Background: an optimization exercise with open tools, aiming at small area. Do not read the settings as production practice. In this exercise RTL edits were held to simulation tests only and were not proved equivalent to the original.

==> flow/design.v <==
module AFH_map_table(
A,
O
);
input [6:0] A;
output [6:0] O;
assign O = ~A;
endmodule
module div(
clk, rstz,
div_en_p,
dividend,
divisor,
rem79_o,
remN_o
);
input clk, rstz;
input div_en_p;
input [20:0] dividend;        
input [6:0] divisor;
output [6:0] rem79_o;
output [6:0] remN_o;
reg [4:0] dcnt;
wire idle = (dcnt == 5'd0);
wire dend = &dcnt;
always @(posedge clk or negedge rstz)
begin
  if (!rstz)
    dcnt <= 5'd0;
  else if (idle)
    dcnt <= div_en_p ? 5'd6 : 5'd0;
  else
    dcnt <= dcnt + 1'b1;
end
reg [20:0] sh;
always @(posedge clk or negedge rstz)
begin
  if (!rstz)
    sh <= 21'd0;
  else if (idle)
    sh <= dividend;
  else
    sh <= {sh[19:0], 1'b0};
end
wire b = sh[20];
reg [6:0] r79, rN;
wire [7:0] t79 = {r79, b};
wire [7:0] tN  = {rN, b};
wire [7:0] d79 = t79 - 8'd79;
wire [7:0] dN  = tN - {1'b0, divisor};
wire ge79 = (t79 >= 8'd79);
wire geN  = (tN >= {1'b0, divisor});
always @(posedge clk or negedge rstz)
begin
  if (!rstz)
    begin
      r79 <= 7'd0;
      rN  <= 7'd0;
    end
  else if (idle)
    begin
      r79 <= 7'd0;
      rN  <= 7'd0;
    end
  else
    begin
      r79 <= ge79 ? d79[6:0] : t79[6:0];
      rN  <= geN  ? dN[6:0]  : tN[6:0];
    end
end
reg [6:0] rem79_o, remN_o;
always @(posedge clk or negedge rstz)
begin
  if (!rstz)
    begin
      rem79_o <= 7'd0;
      remN_o  <= 7'd0;
    end
  else if (dend)
    begin
      rem79_o <= r79;
      remN_o  <= rN;
    end
end
endmodule
module hopkernal(
X, A, C,
B,
D,
E, F, Fprime,
Y1,
regi_AFH_channel_map,
regi_AFH_N,
fk
);
input [4:0] X, C;
input [4:0] A;
input [3:0] B;
input [8:0] D;
input [6:0] E, F, Fprime;
input Y1;
input [79:0] regi_AFH_channel_map;
input [6:0] regi_AFH_N;
output [6:0] fk;
wire [4:0] Zprime = X + A;
wire [4:0] Z;
assign Z[0] = B[0] ^ Zprime[0];
assign Z[1] = B[1] ^ Zprime[1];
assign Z[2] = B[2] ^ Zprime[2];
assign Z[3] = B[3] ^ Zprime[3];
assign Z[4] =  Zprime[4];
wire [4:0] stage1_z, stage2_z, stage3_z, stage4_z, stage5_z, stage6_z, stage7_z;
wire [13:0] P = {C[4:0] ^ {5{Y1}}, D[8:0]};
assign stage1_z[1] = P[13] ? Z[2] : Z[1];
assign stage1_z[2] = P[13] ? Z[1] : Z[2];
assign stage1_z[0] = P[12] ? Z[3] : Z[0];
assign stage1_z[3] = P[12] ? Z[0] : Z[3];
assign stage1_z[4] = Z[4];
assign stage2_z[1] = P[11] ? stage1_z[3] : stage1_z[1];
assign stage2_z[3] = P[11] ? stage1_z[1] : stage1_z[3];
assign stage2_z[2] = P[10] ? stage1_z[4] : stage1_z[2];
assign stage2_z[4] = P[10] ? stage1_z[2] : stage1_z[4];
assign stage2_z[0] = stage1_z[0];
assign stage3_z[0] = P[9] ? stage2_z[3] : stage2_z[0];
assign stage3_z[3] = P[9] ? stage2_z[0] : stage2_z[3];
assign stage3_z[1] = P[8] ? stage2_z[4] : stage2_z[1];
assign stage3_z[4] = P[8] ? stage2_z[1] : stage2_z[4];
assign stage3_z[2] = stage2_z[2];
assign stage4_z[3] = P[7] ? stage3_z[4] : stage3_z[3];
assign stage4_z[4] = P[7] ? stage3_z[3] : stage3_z[4];
assign stage4_z[0] = P[6] ? stage3_z[2] : stage3_z[0];
assign stage4_z[2] = P[6] ? stage3_z[0] : stage3_z[2];
assign stage4_z[1] = stage3_z[1];
assign stage5_z[1] = P[5] ? stage4_z[3] : stage4_z[1];
assign stage5_z[3] = P[5] ? stage4_z[1] : stage4_z[3];
assign stage5_z[0] = P[4] ? stage4_z[4] : stage4_z[0];
assign stage5_z[4] = P[4] ? stage4_z[0] : stage4_z[4];
assign stage5_z[2] = stage4_z[2];
assign stage6_z[3] = P[3] ? stage5_z[4] : stage5_z[3];
assign stage6_z[4] = P[3] ? stage5_z[3] : stage5_z[4];
assign stage6_z[1] = P[2] ? stage5_z[2] : stage5_z[1];
assign stage6_z[2] = P[2] ? stage5_z[1] : stage5_z[2];
assign stage6_z[0] = stage5_z[0];
assign stage7_z[2] = P[1] ? stage6_z[3] : stage6_z[2];
assign stage7_z[3] = P[1] ? stage6_z[2] : stage6_z[3];
assign stage7_z[0] = P[0] ? stage6_z[1] : stage6_z[0];
assign stage7_z[1] = P[0] ? stage6_z[0] : stage6_z[1];
assign stage7_z[4] = stage6_z[4];
wire [8:0] s79 = E + F + stage7_z + {Y1, 5'b0};             
wire [8:0] s79a = (s79 >= 9'd158) ? s79 - 9'd158 : s79;     
wire [6:0] adder2m79 = (s79a >= 9'd79) ? s79a - 9'd79 : s79a;
wire [127:0] cmap = {49'b0, regi_AFH_channel_map[78:0]};
wire rfchused = cmap[adder2m79[6:0]];
wire [6:0] N = regi_AFH_N;
wire [7:0] W = E + Fprime;
wire ge4 = !N[6] && (W[7:2] >= N[5:0]);
wire ge2 = (W[7:1] >= N);
wire [7:0] ra = ge4 ? {W[7:2] - N[5:0], W[1:0]} :
                ge2 ? {W[7:1] - N, W[0]} : W;
wire [7:0] tmp1mN = (ra >= {1'b0, N}) ? ra - {1'b0, N} : ra;
wire [4:0] a7zmN = {2'b0,stage7_z[4:0]} >= N ? {2'b0,stage7_z[4:0]} - N : stage7_z[4:0];
wire [7:0] tmp2N = tmp1mN[6:0] + a7zmN + {Y1, 5'b0};
wire [6:0] adder2mN = tmp2N >= N ? tmp2N-N : tmp2N[6:0];
wire [6:0] fkprime, basicfk;
AFH_map_table AFH_map_table_u(
.A(adder2mN),
.O(fkprime)
);
assign basicfk = (adder2m79 >= 7'd40) ? {adder2m79[5:0] - 6'd40, 1'b1} : {adder2m79[5:0], 1'b0};
assign fk = rfchused ? basicfk : fkprime;
endmodule
module hopctrlwd(
clk_6M, rstz,
mpr_Y,
counter_clkN1, counter_clkE1,
psrxfhs,
pstxid,
ms_tslot_p,
Atrain,
regi_interlace_offset, regi_page_k_nudge,
regi_AFH_mode,
regi_AFH_N,
ps, gips, is, giis, page, inquiry, mpr, spr, ir, conns,
prs_clock_frozen, prm_clock_frozen,
CLK, CLKE, CLKN, BD_ADDR,
counter_isFHS,
X,
Y1,
A,
B,
C,
D,
E, F, Fprime
);
input clk_6M, rstz;
input mpr_Y;
input [5:0] counter_clkN1;
input [5:0] counter_clkE1;
input psrxfhs;
input pstxid;
input ms_tslot_p;
input Atrain;
input [4:0] regi_interlace_offset;
input [1:0] regi_page_k_nudge;
input regi_AFH_mode;
input [6:0] regi_AFH_N;
input ps, gips, is, giis, page, inquiry, mpr, spr, ir, conns;
input prs_clock_frozen, prm_clock_frozen;
input [27:0] CLK, CLKE, CLKN, BD_ADDR;
input [4:0] counter_isFHS;
output [4:0] X;
output Y1;
output [4:0] A;
output [3:0] B;
output [4:0] C;
output [8:0] D;
output [6:0] E, F, Fprime;
wire [4:0] koff = {Atrain, 1'b1, 1'b0, regi_page_k_nudge[1:0]};
wire [3:0] ye = {CLKE[4:2], CLKE[0]};
wire [3:0] yn = {CLKN[4:2], CLKN[0]};
wire [4:0] Xp = {CLKE[16] ^ (ye < CLKE[15:12]), ye} + koff;
wire [4:0] Xi = {CLKN[16] ^ (yn < CLKN[15:12]), yn} + koff;
reg [4:0] CLKN_frozen;
always @(posedge clk_6M or negedge rstz)
begin
  if (!rstz)
     CLKN_frozen <= 0;
  else if (!prs_clock_frozen)
     CLKN_frozen <= CLKN[16:12];
end
reg [4:0] Xp_frozen;
always @(posedge clk_6M or negedge rstz)
begin
  if (!rstz)
     Xp_frozen <= 0;
  else if (!prm_clock_frozen)
     Xp_frozen <= Xp;
end
wire [4:0] Xprs = CLKN_frozen + counter_clkN1[5:1];
wire [4:0] Xprm = Xp_frozen + counter_clkE1[5:1];
wire [4:0] Xir = CLKN[16:12] + counter_isFHS;
assign X = ({5{ps}}      & CLKN[16:12]) |
           ({5{gips}}    & (CLKN[16:12]+regi_interlace_offset)) |
           ({5{is|ir}}   & Xir) |
           ({5{giis}}    & (Xir+regi_interlace_offset)) |
           ({5{page}}    & Xp) |
           ({5{inquiry}} & Xi) |
           ({5{mpr}}     & Xprm) |
           ({5{spr}}     & Xprs) |
           ({5{conns}}   & CLK[6:2]);
wire spr_Y = pstxid | (!psrxfhs & counter_clkN1[0]);
assign Y1 = (page    & CLKE[1]) |
            (inquiry & CLKN[1]) |
            (mpr     & mpr_Y  ) |
            (spr     & spr_Y  ) |
            ir |
            (conns   & CLK[1] & !regi_AFH_mode);
wire oth = ps | gips | is | giis | page | inquiry | mpr | spr | ir;
wire [4:0] Cb = {BD_ADDR[8],BD_ADDR[6],BD_ADDR[4],BD_ADDR[2],BD_ADDR[0]};
assign A = ({5{oth}} & BD_ADDR[27:23]) | (({5{conns}} & BD_ADDR[27:23]) ^ CLK[25:21]);
assign B = BD_ADDR[22:19];
assign C = ({5{oth}} & Cb) | (({5{conns}} & Cb) ^ CLK[20:16]);
assign D = ({9{oth}} & BD_ADDR[18:10]) | ({9{conns}} & (BD_ADDR[18:10] ^ CLK[15:7]));
assign E = {BD_ADDR[13],BD_ADDR[11],BD_ADDR[9],BD_ADDR[7],BD_ADDR[5],BD_ADDR[3],BD_ADDR[1]};
reg div_en_p;
always @(posedge clk_6M or negedge rstz)
begin
  if (!rstz)
     div_en_p <= 0;
  else
     div_en_p <= (&CLK[6:0]) & ms_tslot_p;
end
wire [6:0] Ft, Fprimet;
div mod79_F(
.clk      (clk_6M      ),
.rstz     (rstz        ),
.div_en_p (div_en_p    ),
.dividend (CLK[27:7]   ),
.divisor  (regi_AFH_N  ),
.rem79_o  (Ft          ),
.remN_o   (Fprimet     )
);
assign F = {7{conns}} & Ft;
assign Fprime = {7{conns}} & Fprimet;
endmodule
module fkctrl(
clk_6M, rstz,
regi_isMaster,
ir,
psrxfhs_succ_p,
fk_page,
page,
ps_pagerespTO,
scancase,
m_half_tslot_p,
mpr,
m_tslot_p,
connsnewslave, connsnewmaster,
CLKN, CLKE, CLK,
txbit_period, rxbit_period,
fkset_p,   
ps, pstxid, psrxfhs, psackfhs, pagetxfhs, pagetmp, pagerxackfhs ,
corre_threshold,
counter_clkN1,
counter_clkE1,
fk_pstxid,
fk_psrxfhs,
fk_psackfhs,
fk_connsnewslave, fk_connsnewmaster,
fk_pagetxfhs,
fk_pagerxackfhs,
fk_spr, fk_mpr,
fk_chg_p, fk_chg_p_ff
);
input clk_6M, rstz;
input regi_isMaster;
input ir;
input psrxfhs_succ_p;
input fk_page;
input page;
input ps_pagerespTO;
input scancase;
input m_half_tslot_p;
input mpr;
input m_tslot_p;
input connsnewslave, connsnewmaster;
input [27:0] CLKN, CLKE, CLK;
input txbit_period, rxbit_period;
input fkset_p;   
input ps, pstxid, psrxfhs, psackfhs, pagetxfhs, pagetmp, pagerxackfhs ;
input corre_threshold;
output [5:0] counter_clkN1;
output [5:0] counter_clkE1;
output fk_pstxid;
output fk_psrxfhs;
output fk_psackfhs;
output fk_connsnewslave, fk_connsnewmaster;
output fk_pagetxfhs;
output fk_pagerxackfhs;
output fk_spr, fk_mpr;
output fk_chg_p, fk_chg_p_ff;
assign fk_spr = fk_pstxid | fk_psrxfhs | fk_psackfhs;
assign fk_mpr = fk_pagetxfhs | fk_pagerxackfhs;
wire ir_fkset_p = regi_isMaster ? fkset_p & !ir : fkset_p;
wire fk_chg_p = ((!(txbit_period | rxbit_period)) & ir_fkset_p);  
wire psrxfhs_fk_chg_p = fk_psrxfhs & fkset_p;
wire scancase_fk_chg_p = (scancase) & fkset_p;
reg fk_chg_p_ff;
always @(posedge clk_6M or negedge rstz)
begin
  if (!rstz)
     fk_chg_p_ff <= 0;
  else 
     fk_chg_p_ff <= fk_chg_p | scancase_fk_chg_p | psrxfhs_fk_chg_p;
end
reg fk_pstxid;
always @(posedge clk_6M or negedge rstz)
begin
  if (!rstz)
     fk_pstxid <= 0;
  else if (ps & corre_threshold & fkset_p)   
     fk_pstxid <= 1'b1;
  else if (pstxid & fk_chg_p)
     fk_pstxid <= 1'b0;
end
reg fk_psrxfhs;
always @(posedge clk_6M or negedge rstz)
begin
  if (!rstz)
     fk_psrxfhs <= 0;
  else if (pstxid & fk_chg_p)
     fk_psrxfhs <= 1'b1;
  else if ((psrxfhs & corre_threshold & fk_chg_p) | ps_pagerespTO)
     fk_psrxfhs <= 1'b0;
end
reg fk_psackfhs;
always @(posedge clk_6M or negedge rstz)
begin
  if (!rstz)
     fk_psackfhs <= 0;
  else if (psrxfhs & corre_threshold & fk_chg_p)
     fk_psackfhs <= 1'b1;
  else if (psackfhs & fk_chg_p & CLKN[0])
     fk_psackfhs <= 1'b0;
end
reg fk_connsnewslave;
always @(posedge clk_6M or negedge rstz)
begin
  if (!rstz)
     fk_connsnewslave <= 0;
  else if (psackfhs & fk_chg_p & CLKN[0])
     fk_connsnewslave <= 1'b1;
  else if (connsnewslave & fk_chg_p & CLK[0])   
     fk_connsnewslave <= 1'b0;
end
reg fk_pagetxfhs;
always @(posedge clk_6M or negedge rstz)
begin
  if (!rstz)
     fk_pagetxfhs <= 0;
  else if ( (pagetmp & fk_chg_p) | (pagerxackfhs & !corre_threshold & fk_chg_p) )
     fk_pagetxfhs <= 1'b1;
  else if ((pagetxfhs & fk_chg_p) | fk_page)
     fk_pagetxfhs <= 1'b0;
end
reg fk_pagerxackfhs;
always @(posedge clk_6M or negedge rstz)
begin
  if (!rstz)
     fk_pagerxackfhs <= 0;
  else if (pagetxfhs & fk_chg_p)
     fk_pagerxackfhs <= 1'b1;
  else if (pagerxackfhs & fk_chg_p & CLKE[0])
     fk_pagerxackfhs <= 1'b0;
end
reg fk_connsnewmaster;
always @(posedge clk_6M or negedge rstz)
begin
  if (!rstz)
     fk_connsnewmaster <= 0;
  else if (pagerxackfhs & corre_threshold & m_half_tslot_p)   
     fk_connsnewmaster <= 1'b1;
  else if ((connsnewmaster & fk_chg_p & CLK[0]) | page )  
     fk_connsnewmaster <= 1'b0;
end
wire ps_N_incr_p = (pstxid & fk_chg_p) | ((psrxfhs|psackfhs) & fkset_p & CLKN[0]);
reg [5:0] counter_clkN1;
always @(posedge clk_6M or negedge rstz)
begin
  if (!rstz)
    begin
     counter_clkN1 <= 0;
    end 
  else if (ps & corre_threshold & fkset_p)   
    begin
     counter_clkN1 <= 6'h1;
    end 
  else if (psrxfhs_succ_p)
     counter_clkN1 <= {counter_clkN1[5:1],1'b0};
  else if (ps_N_incr_p)
    begin
     counter_clkN1 <= counter_clkN1+1'b1;
    end 
end
wire page_N_incr_p = fk_chg_p & CLKE[0] & (pagetxfhs | pagerxackfhs);
reg [5:0] counter_clkE1;
always @(posedge clk_6M or negedge rstz)
begin
  if (!rstz)
    begin
     counter_clkE1 <= 0;
    end 
  else if (!fk_mpr)   
    begin
     counter_clkE1 <= 6'd0;
    end 
  else if (page_N_incr_p)  
    begin
     counter_clkE1 <= counter_clkE1+1'b1;
    end 
end
endmodule
module hopselection(
clk_6M, rstz, p_033us,
regi_isMaster,
ps_pagerespTO,
fk_page,
scancase,
m_half_tslot_p,
connsnewslave, connsnewmaster,
txbit_period, rxbit_period,
fkset_p,   
psackfhs, pagetxfhs, pagetmp, pagerxackfhs ,
corre_threshold,
psrxfhs_succ_p,
psrxfhs,
pstxid,
m_tslot_p, ms_tslot_p,
ps_N_incr_p,
pageAB_2Npage_count, 
Atrain,
regi_interlace_offset, regi_page_k_nudge,
regi_AFH_mode,
regi_AFH_N, regi_AFH_channel_map,
ps, gips, is, giis, page, inquiry, mpr, spr, ir, conns,
prs_clock_frozen, prm_clock_frozen,
CLK, CLKE, CLKN, BD_ADDR,
counter_isFHS,
fk,
fk_chg_p, fk_chg_p_ff,
fk_pstxid
);
input clk_6M, rstz, p_033us;
input regi_isMaster;
input ps_pagerespTO;
input fk_page;
input scancase;
input m_half_tslot_p;
input connsnewslave, connsnewmaster;
input txbit_period, rxbit_period;
input fkset_p;   
input psackfhs, pagetxfhs, pagetmp, pagerxackfhs ;
input corre_threshold;
wire [5:0] counter_clkN1;
wire [5:0] counter_clkE1;
input psrxfhs_succ_p;
input psrxfhs;
input pstxid;
input m_tslot_p, ms_tslot_p;
input ps_N_incr_p;
input [3:0] pageAB_2Npage_count;
input Atrain;
input [4:0] regi_interlace_offset, regi_page_k_nudge;
input regi_AFH_mode;
input [6:0] regi_AFH_N;
input [79:0] regi_AFH_channel_map;
input ps, gips, is, giis, page, inquiry, mpr, spr, ir, conns;
input prs_clock_frozen, prm_clock_frozen;
input [27:0] CLK, CLKE, CLKN, BD_ADDR;
input [4:0] counter_isFHS;
output [6:0] fk;
output fk_chg_p, fk_chg_p_ff;
output fk_pstxid;
wire [4:0] X;
wire Y1;
wire [4:0] A;
wire [3:0] B;
wire [4:0] C;
wire [8:0] D;
wire [6:0] E, F, Fprime;
wire fk_connsnewslave, fk_connsnewmaster;
wire fk_psrxfhs, fk_spr, fk_mpr;
wire fk_conns = conns | fk_connsnewslave | fk_connsnewmaster;
wire [27:0] fk_CLK = fk_conns ? CLK + 1'b1 : CLK;
wire [16:0] fk_CLKE = CLKE[16:0] + 1'b1;
wire [16:0] fk_CLKN = CLKN[16:0] + 1'b1;
hopctrlwd hopctrlwd_u(
.clk_6M               (clk_6M               ),
.rstz                 (rstz                 ),
.mpr_Y                (counter_clkE1[0]     ),
.counter_clkN1        (counter_clkN1        ),
.counter_clkE1        (counter_clkE1        ),
.psrxfhs              (fk_psrxfhs           ),
.pstxid               (fk_pstxid            ),
.ms_tslot_p           (ms_tslot_p           ),
.Atrain               (Atrain               ),
.regi_interlace_offset(regi_interlace_offset),
.regi_page_k_nudge    (regi_page_k_nudge[1:0]),
.regi_AFH_mode        (regi_AFH_mode        ),
.regi_AFH_N           (regi_AFH_N           ),
.ps                   (ps                   ),
.gips                 (gips                 ),
.is                   (is                   ),
.giis                 (giis                 ),
.page                 (fk_page              ),
.inquiry              (inquiry              ),
.mpr                  (fk_mpr               ),
.spr                  (fk_spr               ),
.ir                   (ir                   ),
.conns                (fk_conns             ),
.prs_clock_frozen     (prs_clock_frozen     ),
.prm_clock_frozen     (prm_clock_frozen     ),
.CLK                  (fk_CLK               ),
.CLKE                 ({11'b0, fk_CLKE}     ),
.CLKN                 ({11'b0, fk_CLKN}     ),
.BD_ADDR              (BD_ADDR              ),
.counter_isFHS        (counter_isFHS        ),
.X                    (X                    ),
.Y1                   (Y1                   ),
.A                    (A                    ),
.B                    (B                    ),
.C                    (C                    ),
.D                    (D                    ),
.E                    (E                    ),
.F                    (F                    ),
.Fprime               (Fprime               )
);
hopkernal hopkernal_u(
.X                   (X                   ),
.A                   (A                   ),
.C                   (C                   ),
.B                   (B                   ),
.D                   (D                   ),
.E                   (E                   ),
.F                   (F                   ),
.Fprime              (Fprime              ),
.Y1                  (Y1                  ),
.regi_AFH_channel_map(regi_AFH_channel_map),
.regi_AFH_N          (regi_AFH_N          ),
.fk                  (fk                  )
);
fkctrl fkctrl_u(
.clk_6M         (clk_6M         ), 
.rstz           (rstz           ),
.regi_isMaster  (regi_isMaster  ),
.ir             (ir             ),
.psrxfhs_succ_p (psrxfhs_succ_p ),
.fk_page        (fk_page        ),
.page           (page           ),
.ps_pagerespTO  (ps_pagerespTO  ),
.scancase       (scancase       ),
.m_half_tslot_p (m_half_tslot_p ),
.mpr            (mpr            ),
.m_tslot_p      (m_tslot_p      ),
.connsnewslave  (connsnewslave  ),
.connsnewmaster (connsnewmaster ),
.CLKN           (CLKN           ),
.CLKE           (CLKE           ),
.CLK            (CLK            ),
.txbit_period   (txbit_period   ), 
.rxbit_period   (rxbit_period   ),
.fkset_p        (fkset_p        ),   
.ps             (ps             ), 
.pstxid         (pstxid         ), 
.psrxfhs        (psrxfhs        ), 
.psackfhs       (psackfhs       ), 
.pagetxfhs      (pagetxfhs      ), 
.pagetmp        (pagetmp        ), 
.pagerxackfhs   (pagerxackfhs   ),
.corre_threshold(corre_threshold),
.counter_clkN1   (counter_clkN1   ),
.counter_clkE1   (counter_clkE1   ),
.fk_pstxid       (fk_pstxid       ),
.fk_psrxfhs      (fk_psrxfhs      ),
.fk_psackfhs     (fk_psackfhs     ),
.fk_connsnewslave(fk_connsnewslave),
.fk_connsnewmaster(fk_connsnewmaster),
.fk_pagetxfhs    (fk_pagetxfhs    ),
.fk_pagerxackfhs (fk_pagerxackfhs ),
.fk_spr          (fk_spr          ),
.fk_mpr          (fk_mpr          ),
.fk_chg_p        (fk_chg_p        ),
.fk_chg_p_ff     (fk_chg_p_ff     )
);
endmodule
==> flow/flow/run.sh <==
#!/bin/bash
# Own layout flow: the standard ORFS flow (standard.sh) with these changes:
#  - Yosys's abc step maps the combinational logic with an area-oriented ABC
#    script (flow/area.abc) instead of ORFS's speed script; registers are
#    untouched (they are mapped by dfflibmap before abc).
#  - adders and comparators use a ripple-carry $lcu (flow/lcu_ripple.v)
#    instead of ORFS's Kogge-Stone one: smaller, and fast enough at 25 ns.
#  - the port buffers that buffer_ports inserts are sky130_fd_sc_hd__buf_1.
# Every tool's output goes to a log file in the work folder.
set -euo pipefail
W=$(pwd)
cat > "$W/own_synth.tcl" <<TCL
proc abc {args} {
  set i [lsearch \$args -script]
  if {\$i >= 0} { set args [lreplace \$args [expr {\$i+1}] [expr {\$i+1}] $W/flow/area.abc] }
  yosys abc {*}\$args
}
source $W/synth_recipe.tcl
TCL
bash "$W/standard.sh" "SYNTH_SCRIPT=$W/own_synth.tcl" \
  "SYNTH_OPERATIONS_ARGS=-extra-map $W/flow/lcu_ripple.v" \
  "BUFFER_PORTS_ARGS=-buffer_cell sky130_fd_sc_hd__buf_1" finish > "$W/standard.log" 2>&1
==> flow/flow/area.abc <==
&get -n
&st
&deepsyn -T 20
&dch -f
&nf -R 1000
&put
&get -n
&st
&dch -f
&nf -R 1000
&put
==> flow/flow/lcu_ripple.v <==
(* techmap_celltype = "$lcu" *)
module _80_lcu_ripple (P, G, CI, CO);
	parameter WIDTH = 2;

	(* force_downto *)
	input [WIDTH-1:0] P, G;
	input CI;

	(* force_downto *)
	output [WIDTH-1:0] CO;

	integer i;
	(* force_downto *)
	reg [WIDTH-1:0] c;

	wire [1023:0] _TECHMAP_DO_ = "proc; opt -fast";

	always @* begin
		c[0] = G[0] | (P[0] & CI);
		for (i = 1; i < WIDTH; i = i + 1)
			c[i] = G[i] | (P[i] & c[i-1]);
	end

	assign CO = c;
endmodule
==> flow/standard.sh <==
#!/bin/bash
# synth_recipe.tcl (not shown) runs the flow's synth.tcl, then flattens the netlist and writes it again
# the make line also repeats each setting of config.mk as NAME=value (left out here)
make -C /OpenROAD-flow-scripts/flow DESIGN_CONFIG=/design/flow/config.mk WORK_HOME=/design/flow/orfs CLKGATE_MAP_FILE= SYNTH_SCRIPT=/design/flow/synth_recipe.tcl "${@:-finish}"
==> flow/config.mk <==
export PLATFORM = sky130hd
export DESIGN_NAME = hopselection
export DESIGN_NICKNAME = hopselection
export VERILOG_FILES = /design/flow/design.v
export SDC_FILE = /design/flow/constraint.sdc
export NUM_CORES = 4
export LEC_CHECK = 0
export CAP_MARGIN = 20
export CORE_MARGIN = 2
export CORE_UTILIZATION = 40
export CTS_BUF_LIST = sky130_fd_sc_hd__clkbuf_8
export CTS_CLUSTER_DIAMETER = 100
export CTS_CLUSTER_SIZE = 30
export PLACE_DENSITY = 0.6
export SLEW_MARGIN = 20
==> flow/constraint.sdc <==
create_clock -name core_clock -period 25.0 [get_ports {clk_6M}]
set_input_delay 5.0000 -clock core_clock [delete_from_list [all_inputs] [get_ports {clk_6M}]]
set_output_delay 5.0000 -clock core_clock [all_outputs]
set_load 0.01 [all_outputs]
==> metrics.csv, run 1 <==
metric,value,unit
status,timing/DRC/antenna clean,
Root Buffer Master,clkbuf_8,
Post-synth EDFFs,0,
CTS tree,yes,
critical path's slowest cell,or4_4,
post-synth cell types,49,
CTS Sinks,85,
IO Count,266,
CP Data Required Time,20000,ps
Syn Std Cell Area,9480,sq um
"flops & latches, synth",85,
clock latency (worst-skew pair),390,ps
PnR worst setup slack,476.5,ps
crit-path max FO,5,
slew margin rel.,38.27,%
row count,56,
clk_skew,16.11,ps
Remaining DRCs,0,
Max Cap Violations,0,
Routed WL,27720,um
hold buffers post-CTS,0,
Initial Utilization,40.51,%
synth warn,6,
die height,158.0,um
Main synth FF type,dfrtp_1,
CP Capture Type,primary output,
Setup CP Type,in2out,
cts bufs inserted,9,
initial antenna violation count,1,
delay of the slowest critical-path stage,520,ps
Crit path top cell by count,ha_2,
final slew viol count,0,
GRT overflow,0,
final HPWL from detailed placement,22280,um
DRT Pass-1 Iters,5,
routed len/inst,16.35,um
H-tree Lvls,3,
Final Non-Filler Cells,1696,
number of global-route vias before repair,8731,
ys async rst share,100.0,%
Final #Nets,1840,
Min-Delay Path Depth,2,
GRT Total Usage,22.17,%
DR vias,8894,
Mapped Cells,1037,
hold crit path type,reg2reg,
worst r2r path cells,13,
CTS Buffer Depth,2,
critical path launch point type,input pin,
Final Hold Viols,0,
transition time of the tightest slew-check pin,925.0,ps
final setup violation count,0,
Fmax achieved,0.04078,GHz
placed cell count,1653,
clk slew on worst S/H paths,100,ps
register area share after synthesis,22.44,%
Die ar.,24950,sq um
P&R area growth vs syn,27.17,%
Crit path arrival time,19520,ps
largest net degree at the start of global routing,69,
core footprint,23400,sq um
Post-Syn Nets,1506,
Worst Hold Margin,454.6,ps
Die W,158.0,um
via density per instance,5.244,
global-route wire length before repair,43300,um
GPL Wtd Cong,0.8836,
layout cells sized above 1,14.03,%
Setup Slack @ Placement,-493.9,ps
min Tclk post-route,24520,ps
Initial DRC Count,505,
Port Buffers,230,
Mapped Avg Cell Area,9.142,sq um
Final ANT Viol Nets,0,
fillers,2282,
Tcrit/Tclk final,98.09,%
-- worst max-delay path, delay by kind of cell --
family | cells | cell delay, ps
AND/OR/NAND/NOR | 6 | 990
adder cells (fa/ha/maj) | 40 | 8660
multiplexers | 8 | 1830
AO/OA/AOI/OAI | 10 | 1250
XOR/XNOR | 2 | 370
buffers and inverters | 14 | 1420
-- timing repair --
action                                  4_1_cts  5_1_grt
gates cloned                                  0        2
buffers inserted                             12       12
gates resized for setup                      36       72
pin swaps                                    10       24
endpoints found under the setup margin        7        7
-- through the flow --
step / TNS [ps] / utilization, % / area (sq um)
global placement: -2242 / 48.10 / 11260
finish: 0 / 51.52 / 12060
CTS: 0 / 49.90 / 11680
floorplan: 0 / - / 9480
detailed placement: -3055 / 48.10 / 11260
global route: -185.8 / 51.51 / 12050
-- cell families (layout without fill, tap and decap cells) --
logic type | after synthesis | after routing | share of synthesized area, %
compound gates | 264 | 264 | 16.77
xor+xnor | 34 | 34 | 3.141
fa+ha+maj | 213 | 213 | 34.13
buf+inv | 122 | 461 | 4.830
flops | 85 | 85 | 22.44
mux | 58 | 58 | 6.414
other cells | 0 | 1 | 0
simple gates | 261 | 261 | 12.27
-- cells in the mapped netlist, types with 15 or more instances --
cell	n	area share [%]
nand4_1	15	0.99
fa_1	76	16
nor3_1	21	1.1
o22ai_1	33	2.2
ha_1	137	18
clkinv_1	122	4.8
a21oi_1	54	2.9
mux2i_1	36	3.8
xnor2_1	21	1.9
dfrtp_1	85	22
mux2_1	22	2.6
nand3_1	18	0.95
o21ai_0	104	5.5
nor2_1	76	3.0
nand2_1	97	3.8
-- worst paths after layout --
kind / start / end / slack (ps)
worst min-delay path: hopctrlwd_u.mod79_F.sh[13]$_DFF_PN0_ / hopctrlwd_u.mod79_F.sh[14]$_DFF_PN0_ / 450
max in group asynchronous: rstz / hopctrlwd_u.mod79_F.rem79_o[2]$_DFFE_PN0P_ / 19310
min in group asynchronous: rstz / hopctrlwd_u.Xp_frozen[3]$_DFFE_PN0N_ / 4500
worst max-delay path: CLK[0] / fk[6] / 480
worst max register to register: hopctrlwd_u.mod79_F.sh[20]$_DFF_PN0_ / hopctrlwd_u.mod79_F.rN[3]$_DFF_PN0_ / 21310
worst min register to register: hopctrlwd_u.mod79_F.sh[13]$_DFF_PN0_ / hopctrlwd_u.mod79_F.sh[14]$_DFF_PN0_ / 450
-- state kept, by name, summed over array words and instances (netlist names) --
register                     flops
hopctrlwd_u.mod79_F.r79          7
fkctrl_u.fk_connsnewslave        1
hopctrlwd_u.mod79_F.dcnt         5
fkctrl_u.counter_clkE1           6
fkctrl_u.fk_connsnewmaster       1
hopctrlwd_u.mod79_F.rN           7
hopctrlwd_u.CLKN_frozen          5
hopctrlwd_u.Xp_frozen            5
fkctrl_u.fk_psackfhs             1
fkctrl_u.counter_clkN1           6
hopctrlwd_u.div_en_p             1
hopctrlwd_u.mod79_F.remN_o       7
fkctrl_u.fk_pagetxfhs            1
fkctrl_u.fk_pstxid               1
fkctrl_u.fk_psrxfhs              1
fkctrl_u.fk_pagerxackfhs         1
fkctrl_u.fk_chg_p_ff             1
hopctrlwd_u.mod79_F.rem79_o      7
hopctrlwd_u.mod79_F.sh          21
-- area by class of cell --
cell class,instances,area (sq um),area share (%)
Multi-Input combinational cell,830,7277,60.36
Sequential cell,85,2127,17.64
Tap cell,319,399.1,3.310
Inverter,122,462.9,3.840
Antenna cell,1,2.502,0.02076
Clock inverter,5,41.29,0.3425
Clock buffer,11,151.4,1.256
Timing Repair Buffer,323,1595,13.23
-- layer usage --
metal | GRT usage [%] | vias to the layer above | share of wire (%)
met2 | 39.09 | 252 | 50
met4 | 6.650 | 0 | 2.2
met1 | 28.76 | 4254 | 44
met3 | 2.190 | 42 | 4.3
li1 | - | 4346 | -
met5 | 0 | - | 0
-- layout by cell type (no fill, tap or decap), types with 9 or more instances in the layout --
master,instances
buf_1,226
clkinv_1,116
ha_1,115
o21ai_0,102
nand2_1,92
dfrtp_1,85
buf_4,85
nor2_1,74
fa_1,68
a21oi_1,51
o22ai_1,32
mux2i_1,28
nor3_1,19
xnor2_1,19
ha_2,19
nand3_1,18
mux2_1,18
nand4_1,15
a22o_1,13
xor2_1,11
clkbuf_8,11
a21o_1,9
==> run 2, diff against run 1 <==
==> flow/flow/run.sh (replaced) <==
#!/bin/bash
# Own layout flow: the standard ORFS flow (standard.sh) with two changes:
#  - Yosys's abc step maps the combinational logic with an area-oriented ABC
#    script (flow/area.abc) instead of ORFS's speed script; registers are
#    untouched (they are mapped by dfflibmap before abc).
#  - the port buffers that buffer_ports inserts are sky130_fd_sc_hd__buf_1.
# Every tool's output goes to a log file in the work folder.
set -euo pipefail
W=$(pwd)
cat > "$W/own_synth.tcl" <<TCL
proc abc {args} {
  set i [lsearch \$args -script]
  if {\$i >= 0} { set args [lreplace \$args [expr {\$i+1}] [expr {\$i+1}] $W/flow/area.abc] }
  yosys abc {*}\$args
}
source $W/synth_recipe.tcl
TCL
bash "$W/standard.sh" "SYNTH_SCRIPT=$W/own_synth.tcl" \
  "BUFFER_PORTS_ARGS=-buffer_cell sky130_fd_sc_hd__buf_1" finish > "$W/standard.log" 2>&1
==> flow/flow/area.abc (replaced) <==
&get -n
&st
&deepsyn -T 20
&dch -f
&nf -R 1000
&put
removed: flow/flow/lcu_ripple.v
==> run 2 against run 1 <==
Effect of this change:
- final area down 5.3%
- non-clock buffer count down 86
- setup slack better by 1700 ps
- sequential share of layout area up 0.98 points
- synthesized area up 3.7%
- clock skew down 5.8 ps
- final cell count up 4.8%
- still clean
- fmax up 7.6%
- register-to-register slack worse by 340 ps
==> metrics.csv, run 2 <==
metric,value,unit,change
critical path's slowest cell,o21ai_0,,
FF-to-FF setup slack,20970,ps,-340 ps
Commonest cells post-synth,"a21oi_1, ha_1, nor2_1",,
Post-Syn Nets,1585,,+5.2%
critical path launch point type,input pin,,
Die W,160.8,um,+1.8%
CTS Sinks,85,,unchanged
ys async rst share,100.0,%,unchanged
worst r2r path cells,15,,+2
RSZ-0062 raised after global routing,false,,
met2 Usage GRT,38.99,%,-0.10 points
synth warn,6,,unchanged
most common cell in the netlist,a21oi_1,,
setup TNS,0,ps,unchanged
Tcrit/Tclk final,91.15,%,-6.9 points
layer with the highest usage,met2,,
Top delay family on crit path,compound AO/OA/AOI/OAI gates,,
Routed WL,28130,um,+1.5%
Mapped Cells,1200,,+16%
clock latency (worst-skew pair),370,ps,-20 ps
initial antenna violation count,1,,unchanged
core footprint,24250,sq um,+3.6%
crit-path max FO,15,,+10
GRT Total Usage,21.50,%,-0.67 points
Reg-to-Reg Start,fkctrl_u.fk_connsnewslave$_DFFE_PN0P_,,
Die ar.,25850,sq um,+3.6%
Initial DRC Count,450,,-11%
largest area contributor in the netlist,dfrtp_1,,
final design instance area without fill,11420,sq um,-5.3%
Port Buffers,230,,unchanged
grt met1 use,26.39,%,-2.4 points
P&R area growth vs syn,16.19,%,
Fmax achieved,0.04389,GHz,+7.6%
cts bufs inserted,9,,unchanged
post-synth top area share,21.64,%,-0.80 points
routed len/inst,15.82,um,-3.2%
number of global-route vias before repair,9212,,+5.5%
CTS Buffer Depth,2,,unchanged
via density per instance,5.441,,+3.8%
largest net degree at the start of global routing,52,,-25%
Remaining DRCs,0,,unchanged
GPL Wtd Cong,0.9146,,+3.5%
DR vias,9674,,+8.8%
row count,57,,+1.8%
slew margin rel.,35.69,%,-2.6 points
Final Hold Viols,0,,unchanged
final setup violation count,0,,unchanged
Min-Delay Path Depth,1,,-1
Syn Std Cell Area,9831,sq um,+3.7%
hold endpoint,hopctrlwd_u.mod79_F.sh[1]$_DFF_PN0_,,
Initial Utilization,40.54,%,about the same
Root Buffer Master,clkbuf_8,,
CP Data Required Time,20000,ps,about the same
Setup CP Type,in2out,,
met3 usage,2.996,%,+0.81 points
final HPWL from detailed placement,23450,um,+5.3%
hold crit path type,reg2reg,,
delay of the slowest critical-path stage,600,ps,+80 ps
"flops & latches, synth",85,,unchanged
global-route wire length before repair,45080,um,+4.1%
fillers,2488,,+9.0%
die height,160.8,um,+1.8%
CP Capture Type,primary output,,
largest register by flop count,hopctrlwd_u.mod79_F.sh,,
Bufs and invs on worst path,5,,-9
post-placement cell area,11170,sq um,-0.73%
Hold Startpoint,hopctrlwd_u.mod79_F.sh[0]$_DFF_PN0_,,
Main synth FF type,dfrtp_1,,
IO Count,266,,unchanged
min Tclk post-route,22790,ps,-1737 ps
Max Cap Violations,0,,unchanged
most frequent cells in the layout,"buf_1, a21oi_1, ha_1",,
max reg flops,21,,unchanged
RR Endpoint,hopctrlwd_u.mod79_F.sh[20]$_DFF_PN0_,,
cts repair resizes,0,,-100%
clk_skew,10.33,ps,-5.784 ps
Final #Nets,1833,,-0.38%
status,timing/DRC/antenna clean,,
"commonest non-fill, non-tap cell in the layout",buf_1,,
Post-synth EDFFs,0,,unchanged
hold buffers post-CTS,0,,unchanged
transition time of the tightest slew-check pin,964.6,ps,+39.63 ps
register area share after synthesis,21.64,%,-0.80 points
DRT Pass-1 Iters,5,,unchanged
layout cells sized above 1,1.858,%,-12 points
post-synth cell types,54,,+10%
Final ANT Viol Nets,0,,unchanged
Mapped Avg Cell Area,8.192,sq um,-10%
CTS tree,yes,,
synth top area cells,"dfrtp_1, ha_1, a21oi_1",,
final slew viol count,0,,unchanged
GRT overflow,0,,unchanged
postcts setup bufs,0,,-12
Worst path depth,53,,-34%
H-tree Lvls,3,,unchanged
clk slew on worst S/H paths,80,ps,-20 ps
Crit path arrival time,17790,ps,-1730 ps
-- run 2: cell type report --
class | instances | area, sq um | share of cell area, %
Multi-Input combinational cell | 1030 | 7402 | 64.80
Sequential cell | 85 | 2127 | 18.62
Timing Repair Buffer | 237 | 919.6 | 8.051
Tap cell | 324 | 405.4 | 3.549
Inverter | 85 | 319.1 | 2.793
Clock buffer | 10 | 137.6 | 1.205
Clock inverter | 6 | 108.9 | 0.9530
Antenna cell | 1 | 2.502 | 0.02191
-- run 2: metrics by stage --
stage	worst slack [ps]	std cells	utilization [%]	hold WS, ps
3_5_place_dp	2235	1761	46.08	457.2
2_1_floorplan	3900	1200	-	432.6
5_1_grt	1088	1778	47.11	500.7
6_report	2214	1778	47.11	469.3
3_3_place_gp	2357	1761	46.08	438.5
4_1_cts	2176	1777	47.09	474.9
-- run 2: worst reg2reg max path: cells and delay by family, from the launching register on --
family / cells / cell delay, ps
compound gates: 1 / 260
simple gates: 12 / 2880
flops: 1 / 420
buf+inv: 1 / 210
xor+xnor: 1 / 160
-- run 2: kinds of logic after synthesis --
group / share of synthesized area (%)
DFF: 21.64
muxes: 5.982
AOI/OAI and AO/OA: 23.79
adders and majority gates: 17.79
xor gates and xnor gates: 10.33
buffers and inverters: 3.246
and+or+nand+nor: 17.22
-- run 2: routing by layer --
metal / vias up / share of wire, %
met4: 0 / 2.1
li1: 4913 / -
met5: - / 0
met1: 4430 / 44
met3: 30 / 5.8
met2: 301 / 48
-- run 2: how the worst max path moves through the flow --
| stage | from | to |
|---|---|---|
| CTS | CLKN[4] | fk[1] |
| global route | CLKN[4] | fk[1] |
| detailed placement | CLKN[4] | fk[1] |
| global placement | CLKN[4] | fk[1] |
| floorplan | conns | fk[1] |
| finish | CLKN[4] | fk[1] |
==> run 3, diff against run 2 <==
--- a/flow/flow/run.sh
+++ b/flow/flow/run.sh
@@ -5,4 +5,6 @@
 #    untouched (they are mapped by dfflibmap before abc).
 #  - the port buffers that buffer_ports inserts are sky130_fd_sc_hd__buf_1.
+#  - clock tree synthesis as ORFS runs it, with clkbuf_8 buffers, sinks
+#    clustered in groups of up to 30, and no dummy loads.
 # Every tool's output goes to a log file in the work folder.
 set -euo pipefail
@@ -17,3 +19,4 @@
 TCL
 bash "$W/standard.sh" "SYNTH_SCRIPT=$W/own_synth.tcl" \
+  "CTS_ARGS=-sink_clustering_enable -repair_clock_nets -dont_use_dummy_load -buf_list sky130_fd_sc_hd__clkbuf_8 -root_buf sky130_fd_sc_hd__clkbuf_8 -sink_clustering_size 30 -sink_clustering_max_diameter 100" \
   "BUFFER_PORTS_ARGS=-buffer_cell sky130_fd_sc_hd__buf_1" finish > "$W/standard.log" 2>&1
==> run 3 against run 2 <==
Effect of this change:
- die area unchanged
- highest routed layer unchanged
- worst hold slack improved by 2.8 ps
- sequential cell count is the same
- core utilization fell by 0.51 points
- global-route usage about the same
- final area decreased by 1.1%
- fmax about the same
- register-to-register slack better by 50 ps
==> metrics.csv, run 3 <==
metric,value,unit,change
status,timing/DRC/antenna clean,,
RR Endpoint,hopctrlwd_u.mod79_F.sh[20]$_DFF_PN0_,,
max reg flops,21,,unchanged
Initial Utilization,40.54,%,unchanged
synth top area cells,"dfrtp_1, ha_1, a21oi_1",,
IO Count,266,,unchanged
transition time of the tightest slew-check pin,961.5,ps,-3.154 ps
Post-Syn Nets,1585,,unchanged
critical path launch point type,input pin,,
most common cell in the netlist,a21oi_1,,
Min-Delay Path Depth,1,,unchanged
Fmax achieved,0.04390,GHz,about the same
Setup CP Type,in2out,,
Syn Std Cell Area,9831,sq um,unchanged
GRT overflow,0,,unchanged
core footprint,24250,sq um,unchanged
Routed WL,28220,um,+0.32%
CTS Sinks,85,,unchanged
PnR worst setup slack,2222,ps,+8.700 ps
Post-synth EDFFs,0,,unchanged
clock latency (worst-skew pair),370,ps,about the same
Commonest cells post-synth,"a21oi_1, ha_1, nor2_1",,
Die W,160.8,um,unchanged
clk slew on worst S/H paths,70,ps,about the same
Worst Hold Margin,472.1,ps,+2.797 ps
DRT Pass-1 Iters,5,,unchanged
die height,160.8,um,unchanged
Port Buffers,230,,unchanged
post-synth cell types,54,,unchanged
GPL Wtd Cong,0.9146,,unchanged
fillers,2496,,+0.32%
footprint of the multi-input gates,7402,sq um,unchanged
DR vias,9668,,-0.062%
cts repair resizes,0,,unchanged
Final ANT Viol Nets,0,,unchanged
Main synth FF type,dfrtp_1,,
CTS Buffer Depth,2,,unchanged
RSZ-0062 raised after global routing,false,,
H-tree Lvls,3,,unchanged
worst r2r path cells,15,,unchanged
placed cell count,1761,,unchanged
Mapped Cells,1200,,unchanged
via density per instance,5.459,,+0.33%
Hold Startpoint,hopctrlwd_u.mod79_F.sh[0]$_DFF_PN0_,,
CTS tree,yes,,
largest net degree at the start of global routing,52,,unchanged
final slew viol count,0,,unchanged
hold crit path type,reg2reg,,
setup TNS,0,ps,unchanged
FF-to-FF setup slack,21020,ps,+50 ps
synth warn,6,,unchanged
final HPWL from detailed placement,23450,um,unchanged
largest area contributor in the netlist,dfrtp_1,,
min Tclk post-route,22780,ps,-8.700 ps
ys async rst share,100.0,%,unchanged
number of global-route vias before repair,9200,,-0.13%
Remaining DRCs,0,,unchanged
critical path's slowest cell,o21ai_0,,
"commonest non-fill, non-tap cell in the layout",buf_1,,
Mapped Avg Cell Area,8.192,sq um,unchanged
routed len/inst,15.94,um,+0.72%
Reg-to-Reg Start,fkctrl_u.fk_connsnewslave$_DFFE_PN0P_,,
final design instance area without fill,11300,sq um,-1.1%
cts bufs inserted,9,,unchanged
sequential cell area,2127,sq um,unchanged
CP Data Required Time,20000,ps,about the same
CP Capture Type,primary output,,
Final #Nets,1833,,unchanged
Final Non-Filler Cells,1771,,-0.39%
clk_skew,18.04,ps,+7.716 ps
crit-path max FO,15,,unchanged
most frequent cells in the layout,"buf_1, a21oi_1, ha_1",,
Final Hold Viols,0,,unchanged
Crit path arrival time,17780,ps,about the same
"flops & latches, synth",85,,unchanged
initial antenna violation count,1,,unchanged
post-placement cell area,11170,sq um,unchanged
Initial DRC Count,477,,+6.0%
final setup violation count,0,,unchanged
largest register by flop count,hopctrlwd_u.mod79_F.sh,,
Die ar.,25850,sq um,unchanged
Tcrit/Tclk final,91.11,%,about the same
delay of the slowest critical-path stage,600,ps,about the same
hold endpoint,hopctrlwd_u.mod79_F.sh[1]$_DFF_PN0_,,
post-synth top area share,21.64,%,unchanged
final core utilization,46.60,%,-0.51 points
P&R area growth vs syn,14.94,%,
hold buffers post-CTS,0,,unchanged
layout cells sized above 1,1.383,%,-0.48 points
Root Buffer Master,clkbuf_8,,
Max Cap Violations,0,,unchanged
GRT Total Usage,21.49,%,about the same
register area share after synthesis,21.64,%,unchanged
postcts setup bufs,0,,unchanged
Setup Slack @ Placement,2235,ps,unchanged
row count,57,,unchanged
global-route wire length before repair,45060,um,about the same
slew margin rel.,35.90,%,+0.21 points
[run 3: cell counts after synthesis]
Identical to the previous run, type by type.
[run 3: worst max path at each step]
stage,from,end,slack (ps)
after floorplan,conns,fk[1],3900
after global placement,CLKN[4],fk[1],2360
after detailed placement,CLKN[4],fk[1],2240
after CTS,CLKN[4],fk[1],2180
after global routing,CLKN[4],fk[1],1090
final,CLKN[4],fk[1],2220
[run 3: layout make-up]
class | count | area share (%)
Multi-Input combinational cell | 1030 | 65.51
Sequential cell | 85 | 18.82
Clock buffer | 9 | 1.096
Antenna cell | 1 | 0.02215
Tap cell | 324 | 3.588
Inverter | 85 | 2.824
Timing Repair Buffer | 237 | 8.139
[run 3: kinds of logic (layout without fill, tap and decap cells)]
| family | after synthesis | after routing | synth area share (%) |
|---|---|---|---|
| compound gates | 383 | 383 | 23.79 |
| simple gates | 347 | 347 | 17.22 |
| fa+ha+maj | 129 | 129 | 17.79 |
| xor+xnor | 116 | 116 | 10.33 |
| flops | 85 | 85 | 21.64 |
| buf+inv | 85 | 331 | 3.246 |
| mux | 55 | 55 | 5.982 |
| other cells | 0 | 1 | 0 |
[run 3: critical path: cells and delay by family]
family	cells	cell delay (ps)
simple gates	14	2620
buf+inv	5	820
xor+xnor	5	1210
fa+ha+maj	5	2200
mux	8	2340
compound gates	16	3570
[run 3: per-layer routing]
layer  wire, um  part of all wire [%]  track usage [%]  vias up
li1           -                     -                -     4897
met1      12300                    44            26.44     4429
met3       1658                   5.9            3.073       34
met5          0                     0                0        -
met4        586                   2.1            6.412        0
met2      13670                    48            38.95      308
==> run 4, diff against run 3 <==
--- a/flow/flow/run.sh
+++ b/flow/flow/run.sh
@@ -4,4 +4,6 @@
 #    script (flow/area.abc) instead of ORFS's speed script; registers are
 #    untouched (they are mapped by dfflibmap before abc).
+#  - adders and comparators up to 11 bits wide get a ripple-carry $lcu,
+#    wider ones (the clock incrementers) keep Kogge-Stone (flow/lcu_hybrid.v).
 #  - the port buffers that buffer_ports inserts are sky130_fd_sc_hd__buf_1.
 #  - clock tree synthesis as ORFS runs it, with clkbuf_8 buffers, sinks
@@ -19,4 +21,5 @@
 TCL
 bash "$W/standard.sh" "SYNTH_SCRIPT=$W/own_synth.tcl" \
+  "SYNTH_OPERATIONS_ARGS=-extra-map $W/flow/lcu_hybrid.v" \
   "CTS_ARGS=-sink_clustering_enable -repair_clock_nets -dont_use_dummy_load -buf_list sky130_fd_sc_hd__clkbuf_8 -root_buf sky130_fd_sc_hd__clkbuf_8 -sink_clustering_size 30 -sink_clustering_max_diameter 100" \
   "BUFFER_PORTS_ARGS=-buffer_cell sky130_fd_sc_hd__buf_1" finish > "$W/standard.log" 2>&1
==> flow/flow/lcu_hybrid.v (new file) <==
// $lcu (carry chain of Yosys's adders and comparators): ripple carry for
// narrow ones (up to 11 bits), Kogge-Stone for wide ones (the clock
// incrementers), where a ripple chain would be too slow.
(* techmap_celltype = "$lcu" *)
module _80_lcu_hybrid (P, G, CI, CO);
	parameter WIDTH = 2;

	(* force_downto *)
	input [WIDTH-1:0] P, G;
	input CI;

	(* force_downto *)
	output [WIDTH-1:0] CO;

	integer i, j;
	(* force_downto *)
	reg [WIDTH-1:0] p, g;

	wire [1023:0] _TECHMAP_DO_ = "proc; opt -fast";

	always @* begin
		p = P;
		g = G;
		g[0] = g[0] | (p[0] & CI);
		if (WIDTH < 12) begin
			for (i = 1; i < WIDTH; i = i + 1)
				g[i] = g[i] | (p[i] & g[i-1]);
		end else begin
			for (i = 0; i < $clog2(WIDTH); i = i + 1) begin
				for (j = WIDTH - 1; j >= 2**i; j = j - 1) begin
					g[j] = g[j] | p[j] & g[j - 2**i];
					p[j] = p[j] & p[j - 2**i];
				end
			end
		end
	end

	assign CO = g;
endmodule
==> run 4 against run 3 <==
Effect of this change:
- routed wire length decreased by 6.7%
- clock skew grew 8.6 ps
- global-route usage rose by 0.24 points
- worst hold slack worse by 19 ps
- die area shrank 4.1%
- critical path depth is 17 higher
==> metrics.csv, run 4 <==
metric,value,unit,change
Commonest cells post-synth,"clkinv_1, nand2_1, ha_1",,
post-synth cell types,50,,-7.4%
P&R area growth vs syn,16.71,%,
clock latency (worst-skew pair),390,ps,+20 ps
hold endpoint,hopctrlwd_u.mod79_F.dcnt[2]$_DFF_PN0_,,
Crit path top cell by count,ha_1,,
Worst Setup SP,CLKN[0],,
register area share after synthesis,22.60,%,+0.96 points
fillers,2368,,-5.1%
Reg-to-Reg Start,hopctrlwd_u.mod79_F.sh[20]$_DFF_PN0_,,
post-synth top area share,22.60,%,+0.96 points
number of global-route vias before repair,8387,,-8.8%
die height,157.4,um,-2.1%
DRT Pass-1 Iters,7,,+2
max reg flops,21,,unchanged
FF-to-FF setup slack,21310,ps,+290 ps
Die ar.,24770,sq um,-4.1%
"commonest non-fill, non-tap cell in the layout",buf_1,,
ys async rst share,100.0,%,unchanged
worst r2r path cells,14,,-1
synth top area cells,"dfrtp_1, fa_1, ha_1",,
Tcrit/Tclk final,95.34,%,+4.2 points
Final Hold Viols,0,,unchanged
largest area contributor in the netlist,dfrtp_1,,
GRT Total Usage,21.73,%,+0.24 points
Mapped Cells,1049,,-13%
setup TNS,0,ps,unchanged
synth warn,6,,unchanged
Crit path arrival time,18830,ps,+1050 ps
Final ANT Viol Nets,0,,unchanged
layout cells sized above 1,3.075,%,+1.7 points
Post-Syn Nets,1479,,-6.7%
RSZ-0062 raised after global routing,false,,
most frequent cells in the layout,"buf_1, clkinv_1, ha_1",,
initial antenna violation count,1,,unchanged
core footprint,23260,sq um,-4.1%
IO Count,266,,unchanged
CTS tree,yes,,
Final #Nets,1733,,-5.5%
via density per instance,5.276,,-3.4%
Remaining DRCs,0,,unchanged
hold crit path type,reg2reg,,
GRT overflow,0,,unchanged
post-placement cell area,10790,sq um,-3.5%
transition time of the tightest slew-check pin,861.0,ps,-100.5 ps
crit-path max FO,7,,-8
CTS Buffer Depth,2,,unchanged
hold buffers post-CTS,0,,unchanged
delay of the slowest critical-path stage,460,ps,-140 ps
final slew viol count,0,,unchanged
Initial DRC Count,438,,-8.2%
Post-synth EDFFs,0,,unchanged
CTS Sinks,85,,unchanged
CP Capture Type,primary output,,
H-tree Lvls,3,,unchanged
final HPWL from detailed placement,21860,um,-6.8%
Die W,157.4,um,-2.1%
Mapped Avg Cell Area,8.973,sq um,+9.5%
slew margin rel.,42.43,%,+6.5 points
status,timing/DRC/antenna clean,,
Root Buffer Master,clkbuf_8,,
Syn Std Cell Area,9413,sq um,-4.3%
final design instance area without fill,10990,sq um,-2.8%
row count,56,,-1.8%
Port Buffers,230,,unchanged
Setup Slack @ Placement,705.3,ps,-1530 ps
most common cell in the netlist,clkinv_1,,
global-route wire length before repair,42440,um,-5.8%
final core utilization,47.22,%,+0.62 points
PnR worst setup slack,1166,ps,-1057 ps
DR vias,8547,,-12%
Final Non-Filler Cells,1620,,-8.5%
clk_skew,26.62,ps,+8.578 ps
min Tclk post-route,23830,ps,+1057 ps
cts bufs inserted,9,,unchanged
largest net degree at the start of global routing,53,,+1.9%
Hold Startpoint,hopctrlwd_u.div_en_p$_DFF_PN0_,,
Worst Hold Margin,453.0,ps,-19.14 ps
CP Data Required Time,20000,ps,about the same
Min-Delay Path Depth,2,,+1
"flops & latches, synth",85,,unchanged
GPL Wtd Cong,0.8464,,-7.5%
routed len/inst,16.25,um,+2.0%
RR Endpoint,hopctrlwd_u.mod79_F.rN[2]$_DFF_PN0_,,
final setup violation count,0,,unchanged
Main synth FF type,dfrtp_1,,
clk slew on worst S/H paths,100,ps,+30 ps
Initial Utilization,40.46,%,-0.078 points
Setup CP Type,in2out,,
critical path's slowest cell,fa_1,,
Diodes inserted,0,,-1
Fmax achieved,0.04196,GHz,-4.4%
largest register by flop count,hopctrlwd_u.mod79_F.sh,,
critical path launch point type,input pin,,
placed cell count,1610,,-8.6%
Routed WL,26330,um,-6.7%
Max Cap Violations,0,,unchanged
==> run 4: changes by cell type after synthesis, sizes merged, moves of 13 or more <==
cell | previous run | this run
xor2 | 40 | 22
a21oi | 151 | 72
a21o | 37 | 1
fa | 18 | 76
nand2 | 81 | 100
clkinv | 85 | 120
ha | 111 | 98
xnor2 | 76 | 28
nor2 | 97 | 78
==> run 4: cells by family after synthesis <==
| logic type | share of synthesized area, % |
|---|---|
| multiplexers | 5.915 |
| flip-flops | 22.60 |
| AO/OA/AOI/OAI | 17.47 |
| AND/OR/NAND/NOR | 15.39 |
| adder cells (fa/ha/maj) | 29.19 |
| XOR/XNOR | 4.652 |
| buffers and inverters | 4.785 |
==> run 4: worst max-delay path by stage <==
| stage | endpoint | slack (ps) | cells after the start |
|---|---|---|---|
| 4_1_cts | fk[6] | 670 | 63 |
| 2_1_floorplan | fk[5] | 1750 | 61 |
| 5_1_grt | fk[6] | 20 | 67 |
| 3_5_place_dp | fk[6] | 710 | 63 |
| 6_report | fk[6] | 1170 | 70 |
| 3_3_place_gp | fk[6] | 910 | 61 |
==> run 4: layout make-up <==
type                            count  area, sq um  area share, %
Sequential cell                    85         2127          19.36
Tap cell                          319        399.1          3.633
Multi-Input combinational cell    844         6920          63.00
Clock buffer                        9        123.9          1.128
Inverter                          120        450.4          4.100
Timing Repair Buffer              243        964.7          8.781
==> run 4: timing repair <==
action                                  CTS  global route
hold endpoints to repair                  0             0
gates resized for setup                   0            17
endpoints found under the setup margin    0             7
buffers inserted                          0             1
==> run 4: worst max-delay path, delay by kind of cell <==
kind | cells | cell delay (ps)
adders and majority gates | 21 | 5770
and+or+nand+nor | 9 | 1310
buffers and inverters | 14 | 1470
AOI/OAI and AO/OA | 14 | 2630
muxes | 8 | 1960
xor gates and xnor gates | 4 | 640
==> run 4: metal layers <==
metal  GRT usage, %  vias to the layer above  wire length (um)
met5              0                        -                13
met4          4.805                        2               282
met3          2.616                       20              1381
met2          36.10                      260             12310
met1          30.39                     4037             12350
li1               -                     4228                 -
==> run 5, diff against run 4 <==
--- a/flow/design.v
+++ b/flow/design.v
@@ -148,8 +148,25 @@
 assign stage7_z[4] = stage6_z[4];
 wire [8:0] s79 = E + F + stage7_z + {Y1, 5'b0};             
-wire [8:0] s79a = (s79 >= 9'd158) ? s79 - 9'd158 : s79;     
-wire [6:0] adder2m79 = (s79a >= 9'd79) ? s79a - 9'd79 : s79a;
-wire [127:0] cmap = {49'b0, regi_AFH_channel_map[78:0]};
-wire rfchused = cmap[adder2m79[6:0]];
+wire [2:0] iv = (s79 >= 9'd277) ? 3'd7 : (s79 >= 9'd237) ? 3'd6 :
+                (s79 >= 9'd198) ? 3'd5 : (s79 >= 9'd158) ? 3'd4 :
+                (s79 >= 9'd119) ? 3'd3 : (s79 >= 9'd79)  ? 3'd2 :
+                (s79 >= 9'd40)  ? 3'd1 : 3'd0;
+reg [8:0] ivbase;
+always @*
+  case (iv)
+    3'd0: ivbase = 9'd0;
+    3'd1: ivbase = 9'd40;
+    3'd2: ivbase = 9'd79;
+    3'd3: ivbase = 9'd119;
+    3'd4: ivbase = 9'd158;
+    3'd5: ivbase = 9'd198;
+    3'd6: ivbase = 9'd237;
+    default: ivbase = 9'd277;
+  endcase
+wire [8:0] hh = s79 - ivbase;
+wire [5:0] h = hh[5:0];           
+wire l = iv[0];                   
+wire [127:0] cmap = {25'b0, regi_AFH_channel_map[78:40], 24'b0, regi_AFH_channel_map[39:0]};
+wire rfchused = cmap[{l, h}];
 wire [6:0] N = regi_AFH_N;
 wire [7:0] W = E + Fprime;
@@ -167,5 +184,5 @@
 .O(fkprime)
 );
-assign basicfk = (adder2m79 >= 7'd40) ? {adder2m79[5:0] - 6'd40, 1'b1} : {adder2m79[5:0], 1'b0};
+assign basicfk = {h, l};
 assign fk = rfchused ? basicfk : fkprime;
 endmodule
--- a/flow/flow/run.sh
+++ b/flow/flow/run.sh
@@ -6,4 +6,6 @@
 #  - adders and comparators up to 11 bits wide get a ripple-carry $lcu,
 #    wider ones (the clock incrementers) keep Kogge-Stone (flow/lcu_hybrid.v).
+#  - no full-adder extraction (ADDER_MAP_FILE empty): ABC maps the adders
+#    into plain gates, which comes out smaller here.
 #  - the port buffers that buffer_ports inserts are sky130_fd_sc_hd__buf_1.
 #  - clock tree synthesis as ORFS runs it, with clkbuf_8 buffers, sinks
@@ -21,5 +23,5 @@
 TCL
 bash "$W/standard.sh" "SYNTH_SCRIPT=$W/own_synth.tcl" \
-  "SYNTH_OPERATIONS_ARGS=-extra-map $W/flow/lcu_hybrid.v" \
+  "SYNTH_OPERATIONS_ARGS=-extra-map $W/flow/lcu_hybrid.v" "ADDER_MAP_FILE=" \
   "CTS_ARGS=-sink_clustering_enable -repair_clock_nets -dont_use_dummy_load -buf_list sky130_fd_sc_hd__clkbuf_8 -root_buf sky130_fd_sc_hd__clkbuf_8 -sink_clustering_size 30 -sink_clustering_max_diameter 100" \
   "BUFFER_PORTS_ARGS=-buffer_cell sky130_fd_sc_hd__buf_1" finish > "$W/standard.log" 2>&1
==> run 5 against run 4 <==
Effect of this change:
- global-route usage shrank 1.5 points
- non-clock buffer count decreased by 6
- critical path depth down 8
- critical path type unchanged
- critical endpoint is now fk[1]
==> metrics.csv, run 5 <==
metric,value,unit,change
Max Cap Violations,0,,unchanged
routed len/inst,14.29,um,-12%
final slew viol count,0,,unchanged
footprint of the multi-input gates,6346,sq um,-8.3%
most common cell in the netlist,nand2_1,,
P&R area growth vs syn,16.79,%,about the same
Die ar.,22560,sq um,-8.9%
status,timing/DRC/antenna clean,,
hold crit path type,reg2reg,,
Root Buffer Master,clkbuf_8,,
sequential cell area,2127,sq um,unchanged
number of global-route vias before repair,7901,,-5.8%
cts bufs inserted,9,,unchanged
synth top area cells,"dfrtp_1, xnor2_1, nand2_1",,
postcts setup bufs,0,,unchanged
Main synth FF type,dfrtp_1,,
row count,53,,-5.4%
CP Capture Type,primary output,,
min Tclk post-route,22640,ps,-1194 ps
Mapped Avg Cell Area,8.066,sq um,-10%
global-route wire length before repair,36910,um,-13%
Final Non-Filler Cells,1581,,-2.4%
Post-synth EDFFs,0,,unchanged
cts repair resizes,0,,unchanged
Setup CP Type,in2out,,
core footprint,21020,sq um,-9.6%
largest net degree at the start of global routing,77,,+45%
crit-path max FO,11,,+4
clock latency (worst-skew pair),380,ps,about the same
initial antenna violation count,1,,unchanged
GRT overflow,0,,unchanged
Port Buffers,230,,unchanged
Worst Hold Margin,452.9,ps,-0.07800 ps
Final ANT Viol Nets,0,,unchanged
critical path launch point type,input pin,,
Syn Std Cell Area,8549,sq um,-9.2%
final setup violation count,0,,unchanged
Remaining DRCs,0,,unchanged
largest area contributor in the netlist,dfrtp_1,,
Fmax achieved,0.04417,GHz,+5.3%
Mapped Cells,1060,,+1.0%
setup TNS,0,ps,unchanged
hold buffers post-CTS,0,,unchanged
Die W,150.2,um,-4.6%
clk slew on worst S/H paths,70,ps,-30 ps
placed cell count,1572,,-2.4%
ys async rst share,100.0,%,unchanged
synth warn,7,,+1
fillers,2146,,-9.4%
Diodes inserted,0,,unchanged
H-tree Lvls,3,,unchanged
Crit path top cell by count,nor2_1,,
via density per instance,5.288,,+0.24%
largest register by flop count,hopctrlwd_u.mod79_F.sh,,
DRT Pass-1 Iters,5,,-2
DR vias,8361,,-2.2%
Final #Nets,1564,,-9.8%
post-synth top area share,24.88,%,+2.3 points
slew margin rel.,35.62,%,-6.8 points
GRT Total Usage,20.23,%,-1.5 points
Initial DRC Count,301,,-31%
Crit path arrival time,17640,ps,-1190 ps
delay of the slowest critical-path stage,570,ps,+110 ps
max reg flops,21,,unchanged
layout cells sized above 1,3.216,%,+0.14 points
Initial Utilization,40.67,%,+0.21 points
GPL Wtd Cong,0.8124,,-4.0%
CTS tree,yes,,
Commonest cells post-synth,"nand2_1, xnor2_1, nor2_1",,
die height,150.2,um,-4.6%
## run 5: cell types whose count changed after synthesis, moves of 31 or more
cell	before	now
nand2_1	100	138
ha_1	98	0
o22ai_1	34	3
xnor2_1	28	133
clkinv_1	120	32
fa_1	76	0
## run 5: worst max-delay path: cells and delay by family
| family | cells | cell delay (ps) |
|---|---|---|
| and+or+nand+nor | 30 | 4840 |
| AOI/OAI and AO/OA | 14 | 2980 |
| muxes | 7 | 2110 |
| xor gates and xnor gates | 6 | 1720 |
| adders and majority gates | 1 | 410 |
| buffers and inverters | 4 | 600 |
## run 5: cell families after synthesis
kind of cell | synth area share [%]
adders and majority gates | 2.693
AOI/OAI and AO/OA | 17.50
muxes | 13.20
buffers and inverters | 1.405
and+or+nand+nor | 21.47
DFF | 24.88
xor gates and xnor gates | 18.85
## run 5: area by class of cell
type | instances | area share [%]
inverter | 32 | 1.203
tap | 275 | 3.446
timing repair buffer | 237 | 9.248
sequential | 85 | 21.30
multi-input combinational | 943 | 63.56
clock buffer | 9 | 1.241
## run 5: worst paths after layout
check	startpoint	endpoint	slack (ps)	cells past startpoint
setup / recovery	CLK[0]	fk[1]	2360	62
hold / removal	hopctrlwd_u.mod79_F.sh[14]$_DFF_PN0_	hopctrlwd_u.mod79_F.sh[15]$_DFF_PN0_	450	2
min in group asynchronous	rstz	hopctrlwd_u.mod79_F.rN[6]$_DFF_PN0_	4470	1
max in group asynchronous	rstz	hopctrlwd_u.mod79_F.r79[0]$_DFF_PN0_	19570	2
hold reg to reg	hopctrlwd_u.mod79_F.sh[14]$_DFF_PN0_	hopctrlwd_u.mod79_F.sh[15]$_DFF_PN0_	450	2
setup reg to reg	fkctrl_u.fk_connsnewslave$_DFFE_PN0P_	hopctrlwd_u.mod79_F.sh[20]$_DFF_PN0_	20690	20
## run 5: per-layer routing
| layer | GRT usage (%) | up-vias | routed length [um] |
|---|---|---|---|
| li1 | - | 4275 | - |
| met2 | 35.07 | 186 | 10950 |
| met4 | 5.755 | 2 | 424 |
| met3 | 3.485 | 24 | 1091 |
| met5 | 0 | - | 13 |
| met1 | 25.89 | 3874 | 10110 |
## run 5: through the flow
step	cell area, sq um
6_report	9985
5_1_grt	9985
4_1_cts	9970
3_5_place_dp	9846
3_3_place_gp	9846
2_1_floorplan	8549

[port drivers added, routing unchanged]
The flow's constraints put no driver on any port. The routed layouts listed below were extracted and timed again, unchanged, in two steps.
Step 1: set_driving_cell puts a clkbuf_16 on clk_6M and a buf_2 on each other input, an assumption about the parent block.
Step 2, shift: input delay + t, output delay - t, t = (earliest + latest rising clock arrival at the registers) / 2. This alone moves slack from input paths to output paths.
Three values: no drivers, after step 1, after step 2; two values: the first two.
| run | t, ns | slack for setup (ns) | worst hold slack (ns) | worst data-port slew with drivers (ns) | cell pins on the clock port's net |
|---|---|---|---|---|---|
| run 1 | 0.414 | 0.477 / 0.455 / 0.455 | 0.455 / 0.455 / 0.455 | 0.08 | 1 |
| run 2 | 0.401 | 2.214 / 2.193 / 2.193 | 0.469 / 0.469 / 0.469 | 0.10 | 1 |
| run 3 | 0.399 | 2.222 / 2.201 / 2.201 | 0.472 / 0.472 / 0.472 | 0.10 | 1 |
| run 4 | 0.413 | 1.166 / 1.145 / 1.145 | 0.453 / 0.453 / 0.453 | 0.06 | 1 |
| run 5 | 0.401 | 2.360 / 2.338 / 2.338 | 0.453 / 0.453 / 0.453 | 0.07 | 1 |
After both steps setup and hold are still met in every run listed.
